This design comes from an exercise in tuning for small area on the open sky130 flow, not from production work.
Only simulation tests tie the RTL to the original design; equivalence was not proved.
The flow treats the clock pin as an ideal source, which a real chip does not have.

== cedar ==
==> flow/design.v (excerpt) <==
module udma_i2c_control
(
	input  logic                      clk_i,
	input  logic                      rstn_i,
	input  logic                [3:0] ext_events_i,
	input  logic                [7:0] data_tx_i,
	input  logic                      data_tx_valid_i,
	output logic                      data_tx_ready_o,
	output logic                [7:0] data_rx_o,
	output logic                      data_rx_valid_o,
	input  logic                      data_rx_ready_i,
	input  logic                      sw_rst_i,
	output logic                      busy_o,
	output logic                      al_o,
	output logic                      eot_o,
	output logic                      ack_no,
	output logic                      err_o,
	input  logic                      scl_i,
	output logic                      scl_o,
	output logic                      scl_oe,
	input  logic                      sda_i,
	output logic                      sda_o,
	output logic                      sda_oe,
    input  logic [31:0] udma_cmd_i,
    input  logic udma_cmd_valid_i,
    output logic udma_cmd_ready_o
);
    typedef enum logic [3:0] {
        ST_WAIT_IN_CMD = 4'd0,
        ST_WAIT_EV     = 4'd1,
        ST_DONE_SS     = 4'd2,
        ST_DONE_WAIT   = 4'd3,
        ST_READ        = 4'd4,
        ST_WRITE       = 4'd5,
        ST_WRITE_BYTE  = 4'd6,
        ST_STORE_DATA  = 4'd7,
  ...
Size: about 550 cells after synthesis, ~72 I/O pins, about 0.0053 mm^2 of cells after synthesis.
==> module udma_i2c_bus_ctrl, before the edit <==
module udma_i2c_bus_ctrl
(
    input  logic            clk_i,
    input  logic            rstn_i,
    input  logic            sw_rst_i,
    input  logic     [15:0] clk_cnt_i,
    input  logic            cmd_valid_i,
    input  logic            bt_start_i,
    input  logic            bt_stop_i,
    input  logic            bt_write_i,
    input  logic            bt_read_i,
    output logic            cmd_ack_o,
    output logic            busy_o,
    output logic            al_o,
    output logic            al_rise_o,
    input  logic            din_i,
    output logic            dout_o,
    input  logic            scl_i,
    output logic            scl_oe,
    input  logic            sda_i,
    output logic            sda_oe
);
    logic [ 1:0] r_sync_scl;
    logic [ 1:0] r_sync_sda;
    logic [ 2:0] r_nfilter_scl, r_nfilter_sda;
    logic        nsSCL, nsSDA, ndSDA, nddSDA;
    logic        sSCL, sSDA;
    logic        dSCL, dSDA;
    logic        dscl_oe;
    logic        sda_chk;
    logic        clk_en;
    logic        slave_wait;
    logic [15:0] cnt;
    logic [13:0] r_filter_cnt;
    logic        scl_sync;
    logic        ddSDA;
    logic        r_ndout;
    logic        r_start;
    logic        r_stop;
    logic        r_act;
    logic [ 1:0] r_phase;
    logic        s_idle;
    logic        s_fz;
    assign s_idle    = ~r_act;
    assign cmd_ack_o = s_idle & (r_phase == 2'd1);
    assign al_rise_o = al_o & ~(s_idle & (r_phase == 2'd0));
    always_ff @(posedge clk_i)
        dscl_oe <= scl_oe;
    always_ff @(posedge clk_i or negedge rstn_i)
      if (!rstn_i)
        slave_wait <= 1'b0;
      else if (sw_rst_i)
        slave_wait <= 1'b0;
      else
        slave_wait <= (~scl_oe & dscl_oe & ~sSCL) | (slave_wait & ~sSCL);
    assign scl_sync = dSCL & ~sSCL & ~scl_oe;
    always_ff @(posedge clk_i or negedge rstn_i)
      if (!rstn_i)
          cnt <= 16'h0;
      else if (sw_rst_i)
          cnt <= 16'h0;
      else if (~|cnt || scl_sync)
          cnt <= clk_cnt_i;
      else
          cnt <= cnt - {15'h0, ~slave_wait};
    always_ff @(posedge clk_i)
        clk_en <= ~|cnt || scl_sync;
    always_ff @(posedge clk_i or negedge rstn_i)
      if (!rstn_i)
      begin
          r_sync_scl <= 2'b00;
          r_sync_sda <= 2'b00;
      end
      else if (sw_rst_i)
      begin
          r_sync_scl <= 2'b00;
          r_sync_sda <= 2'b00;
      end
      else
      begin
          r_sync_scl <= {r_sync_scl[0],scl_i};
          r_sync_sda <= {r_sync_sda[0],sda_i};
      end
    assign s_fz = ~|r_filter_cnt;
    always_ff @(posedge clk_i or negedge rstn_i)
      if (!rstn_i)
        r_filter_cnt <= 14'h0;
      else if (sw_rst_i)
        r_filter_cnt <= 14'h0;
      else if (s_fz)
        r_filter_cnt <= clk_cnt_i[15:2];
      else
        r_filter_cnt <= r_filter_cnt - 14'h1;
    always_ff @(posedge clk_i or negedge rstn_i)
      if (!rstn_i)
      begin
          r_nfilter_scl <= 3'b000;
          r_nfilter_sda <= 3'b000;
      end
      else if (sw_rst_i)
      begin
          r_nfilter_scl <= 3'b000;
          r_nfilter_sda <= 3'b000;
      end
      else if (s_fz)
      begin
          r_nfilter_scl <= {r_nfilter_scl[1:0],~r_sync_scl[1]};
          r_nfilter_sda <= {r_nfilter_sda[1:0],~r_sync_sda[1]};
      end
    always_ff @(posedge clk_i or negedge rstn_i)
      if (~rstn_i)
      begin
          nsSCL  <= 1'b0;
          nsSDA  <= 1'b0;
          ndSDA  <= 1'b0;
          nddSDA <= 1'b0;
      end
      else if (sw_rst_i)
      begin
          nsSCL  <= 1'b0;
          nsSDA  <= 1'b0;
          ndSDA  <= 1'b0;
          nddSDA <= 1'b0;
      end
      else
      begin
          nsSCL  <= (r_nfilter_scl[2] & r_nfilter_scl[1]) | (r_nfilter_scl[1] & r_nfilter_scl[0]) | (r_nfilter_scl[2] & r_nfilter_scl[0]);
          nsSDA  <= (r_nfilter_sda[2] & r_nfilter_sda[1]) | (r_nfilter_sda[1] & r_nfilter_sda[0]) | (r_nfilter_sda[2] & r_nfilter_sda[0]);
          ndSDA  <= nsSDA;
          nddSDA <= ndSDA;
      end
    assign sSCL  = ~nsSCL;
    assign sSDA  = ~nsSDA;
    assign dSDA  = ~ndSDA;
    assign ddSDA = ~nddSDA;
    always_ff @(posedge clk_i)
      if (sw_rst_i)
        dSCL <= 1'b1;
      else
        dSCL <= sSCL;
    assign r_start = ~dSDA &  ddSDA & dSCL;
    assign r_stop  =  dSDA & ~ddSDA & dSCL;
    always_ff @(posedge clk_i or negedge rstn_i)
      if (!rstn_i)
        busy_o <= 1'b0;
      else if (sw_rst_i)
        busy_o <= 1'b0;
      else
        busy_o <= (r_start | busy_o) & ~r_stop;
    always_ff @(posedge clk_i or negedge rstn_i)
      if (!rstn_i)
        al_o <= 1'b0;
      else if (sw_rst_i)
        al_o <= 1'b0;
      else
        al_o <= (sda_chk & ~sSDA & ~sda_oe) |
                (r_act & ~bt_stop_i & r_stop);
    always_ff @(posedge clk_i, negedge rstn_i)
      if (!rstn_i)
        r_ndout <= 1'b0;
      else if (sSCL & ~dSCL)
        r_ndout <= nsSDA;
    assign dout_o = ~r_ndout;
    always_ff @(posedge clk_i or negedge rstn_i)
      if (!rstn_i)
      begin
          r_act   <= 1'b0;
          r_phase <= 2'd0;
          scl_oe  <= 1'b0;
          sda_oe  <= 1'b0;
          sda_chk <= 1'b0;
      end
      else if (al_o || sw_rst_i)
      begin
          r_act   <= 1'b0;
          r_phase <= 2'd0;
          scl_oe  <= 1'b0;
          sda_oe  <= 1'b0;
          sda_chk <= 1'b0;
      end
      else if (s_idle)
      begin
          r_act   <= cmd_valid_i;
          r_phase <= 2'd0;
          sda_chk <= 1'b0;
      end
      else
      begin
          if (clk_en)
          begin
            if (r_phase == 2'd3)
            begin
              r_act   <= 1'b0;
              r_phase <= 2'd1;
            end
            else
              r_phase <= r_phase + 2'd1;
          end
          sda_chk <= bt_write_i & (r_phase == 2'd2);
          if (bt_start_i)
          begin
            if (r_phase != 2'd0)
              scl_oe <= (r_phase == 2'd3);
            sda_oe <= r_phase[1];
          end
          else if (bt_stop_i)
          begin
            scl_oe <= (r_phase == 2'd0);
            sda_oe <= (r_phase != 2'd3);
          end
          else if (bt_write_i | bt_read_i)
          begin
            scl_oe <= (r_phase == 2'd0) || (r_phase == 2'd3);
            sda_oe <= bt_write_i & ~din_i;
          end
          else
          begin
            scl_oe <= 1'b0;
            sda_oe <= 1'b0;
          end
      end
endmodule
==> flow/config.mk <==
export PLATFORM = sky130hd
export DESIGN_NAME = udma_i2c_control
export DESIGN_NICKNAME = udma_i2c_control
export VERILOG_FILES = /design/flow/design.v
export SDC_FILE = /design/flow/constraint.sdc
export NUM_CORES = 4
export LEC_CHECK = 0
export CAP_MARGIN = 20
export CORE_MARGIN = 2
export CORE_UTILIZATION = 40
export SLEW_MARGIN = 20
==> flow/constraint.sdc <==
create_clock -name core_clock -period 5.0 [get_ports {clk_i}]
set_input_delay 1.0000 -clock core_clock [delete_from_list [all_inputs] [get_ports {clk_i}]]
set_output_delay 1.0000 -clock core_clock [all_outputs]
set_load 0.01 [all_outputs]
standard.sh (not shown) runs the stock make flow with config.mk's settings and CLKGATE_MAP_FILE= SYNTH_SCRIPT=/design/flow/synth_recipe.tcl, a recipe that flattens the netlist after the stock synthesis.
==> flow/flow/run.sh <==
#!/bin/bash
# Layout flow: the standard ORFS flow (standard.sh) with three changes.
#  1. Synthesis: the same synthesis script (synth_recipe.tcl -> ORFS synth.tcl),
#     except that ABC maps the combinational logic with flow/area.abc (an
#     area-oriented script) instead of ORFS's delay-oriented abc_speed script.
#     Adders are left to ABC too (no extract_fa / adder techmap step).
#     Flip-flops are mapped apart from both, so registers, their names and
#     cell types are those of the standard synthesis.
#  2. Port buffers use the smallest buffer cell (buf_1).
#  3. The clock tree is built by flow/manual_cts.tcl, run by ORFS's CTS step
#     (PRE_CTS_TCL hook) on the placed design: the clock port drives one
#     root buffer (buf_6), which drives four leaf buffers (buf_12), each
#     placed at the centre of the quarter of the flip-flops it drives (the
#     quarters come from recursive bisection of their locations). TritonCTS
#     is told to skip these nets; the rest of the CTS step (placement
#     legalisation, timing repair) runs as usual.
# The tools' logs are ORFS's own, under orfs/logs; make's output goes to
# flow_make.log, and the generated scripts stay in this folder.
set -euo pipefail
here=$(pwd)

# ORFS synth.tcl with the ABC script replaced
sed -e 's|^\(\s*\)log_cmd abc {\*}\$abc_args$|\1log_cmd abc -script $::env(MY_ABC_SCRIPT) {*}[lrange $abc_args 2 end]|' \
    -e 's|^\(\s*\)\[env_var_exists_and_non_empty ADDER_MAP_FILE\] &&$|\10 \&\&|' \
    "$FLOW_HOME/scripts/synth.tcl" > "$here/my_synth_core.tcl"
grep -q 'MY_ABC_SCRIPT' "$here/my_synth_core.tcl"
grep -q '^\s*0 &&$' "$here/my_synth_core.tcl"

# The standard flow's synthesis wrapper, sourcing the script above
sed "s|source \$::env(SCRIPTS_DIR)/synth.tcl|source $here/my_synth_core.tcl|" \
    "$here/synth_recipe.tcl" > "$here/my_synth.tcl"
grep -q 'my_synth_core.tcl' "$here/my_synth.tcl"

# standard.sh, with the synthesis script above
sed "s|SYNTH_SCRIPT=[^ ]*|SYNTH_SCRIPT=$here/my_synth.tcl|" "$here/standard.sh" > "$here/my_standard.sh"
grep -q 'my_synth.tcl' "$here/my_standard.sh"

export MY_ABC_SCRIPT="$here/flow/area.abc"
export BUFFER_PORTS_ARGS="-buffer_cell sky130_fd_sc_hd__buf_1"
export PRE_CTS_TCL="$here/flow/manual_cts.tcl"
export MCTS_LEVELS=2
export MCTS_LEAF=sky130_fd_sc_hd__buf_12
export MCTS_ROOT=sky130_fd_sc_hd__buf_6
export CTS_ARGS="-sink_clustering_enable -repair_clock_nets -dont_use_dummy_load"
bash "$here/my_standard.sh" > "$here/flow_make.log" 2>&1
Other scripts of this flow, unchanged in this note and not shown: flow/flow/area.abc, flow/flow/manual_cts.tcl
### cedar -> maple
--- a/flow/design.v
+++ b/flow/design.v
@@ -45,14 +45,9 @@
     assign cmd_ack_o = s_idle & (r_phase == 2'd1);
     assign al_rise_o = al_o & ~(s_idle & (r_phase == 2'd0));
     always_ff @(posedge clk_i)
         dscl_oe <= scl_oe;
-    always_ff @(posedge clk_i or negedge rstn_i)
-      if (!rstn_i)
-        slave_wait <= 1'b0;
-      else if (sw_rst_i)
-        slave_wait <= 1'b0;
-      else
+    always_ff @(posedge clk_i)
         slave_wait <= (~scl_oe & dscl_oe & ~sSCL) | (slave_wait & ~sSCL);
     assign scl_sync = dSCL & ~sSCL & ~scl_oe;
     always_ff @(posedge clk_i or negedge rstn_i)
       if (!rstn_i)
@@ -160,30 +155,29 @@
         r_ndout <= 1'b0;
       else if (sSCL & ~dSCL)
         r_ndout <= nsSDA;
     assign dout_o = ~r_ndout;
+    always_ff @(posedge clk_i)
+        sda_chk <= ~al_o & r_act & bt_write_i & (r_phase == 2'd2);
     always_ff @(posedge clk_i or negedge rstn_i)
       if (!rstn_i)
       begin
           r_act   <= 1'b0;
           r_phase <= 2'd0;
           scl_oe  <= 1'b0;
           sda_oe  <= 1'b0;
-          sda_chk <= 1'b0;
       end
       else if (al_o || sw_rst_i)
       begin
           r_act   <= 1'b0;
           r_phase <= 2'd0;
           scl_oe  <= 1'b0;
           sda_oe  <= 1'b0;
-          sda_chk <= 1'b0;
       end
       else if (s_idle)
       begin
           r_act   <= cmd_valid_i;
           r_phase <= 2'd0;
-          sda_chk <= 1'b0;
       end
       else
       begin
           if (clk_en)
@@ -195,9 +189,8 @@
             end
             else
               r_phase <= r_phase + 2'd1;
           end
-          sda_chk <= bt_write_i & (r_phase == 2'd2);
           if (bt_start_i)
           begin
             if (r_phase != 2'd0)
               scl_oe <= (r_phase == 2'd3);
## What came out
Utilization cedar -> maple: down
On portion of the post-synthesis area used by sequential elements, cedar and maple are neck and neck.
When maple is measured against cedar, its share of the synthesized netlist area taken by xor and xnor gates turns out 0.18 points higher.
Sort cedar and maple by setup slack of the most critical reg-to-reg path asc -> top: cedar
For cedar, the cell type of the slowest stage on the worst timing path was sky130_fd_sc_hd__or4_1, unlike maple, where it was sky130_fd_sc_hd__dfrtp_1.
maple vs cedar: wire length down by a few percent
On maple: setup slack is 78 ps higher than what cedar gave.

[separate check: timing with driven ports]
The flow's constraints put no driver on any port. The routed layouts listed below were extracted and timed again, unchanged, in two steps.
Step 1 (the two cells are an assumption about what drives the block):
set clk [get_ports {clk_i}]
set_driving_cell -lib_cell sky130_fd_sc_hd__clkbuf_16 $clk
set_driving_cell -lib_cell sky130_fd_sc_hd__buf_2 [delete_from_list [all_inputs] $clk]
Step 2 times the ports against the registers' clock, not the clock port: input delays grow and output delays shrink by t, the midpoint of the rising clock arrivals with the driver on.
a / b / c = no drivers / after step 1 / after step 2; a / b = the first two.
run	t, ns	setup slack, ns	worst hold slack (ns)	worst slew at a driven data input, ns	pins driven straight from the clock port
cedar	0.368	1.556 / 1.556 / 1.556	0.394 / 0.394 / 0.394	0.04	1
maple	0.365	1.634 / 1.600 / 1.718	0.391 / 0.391 / 0.391	0.04	1
After both steps setup and hold are still met in every run listed.
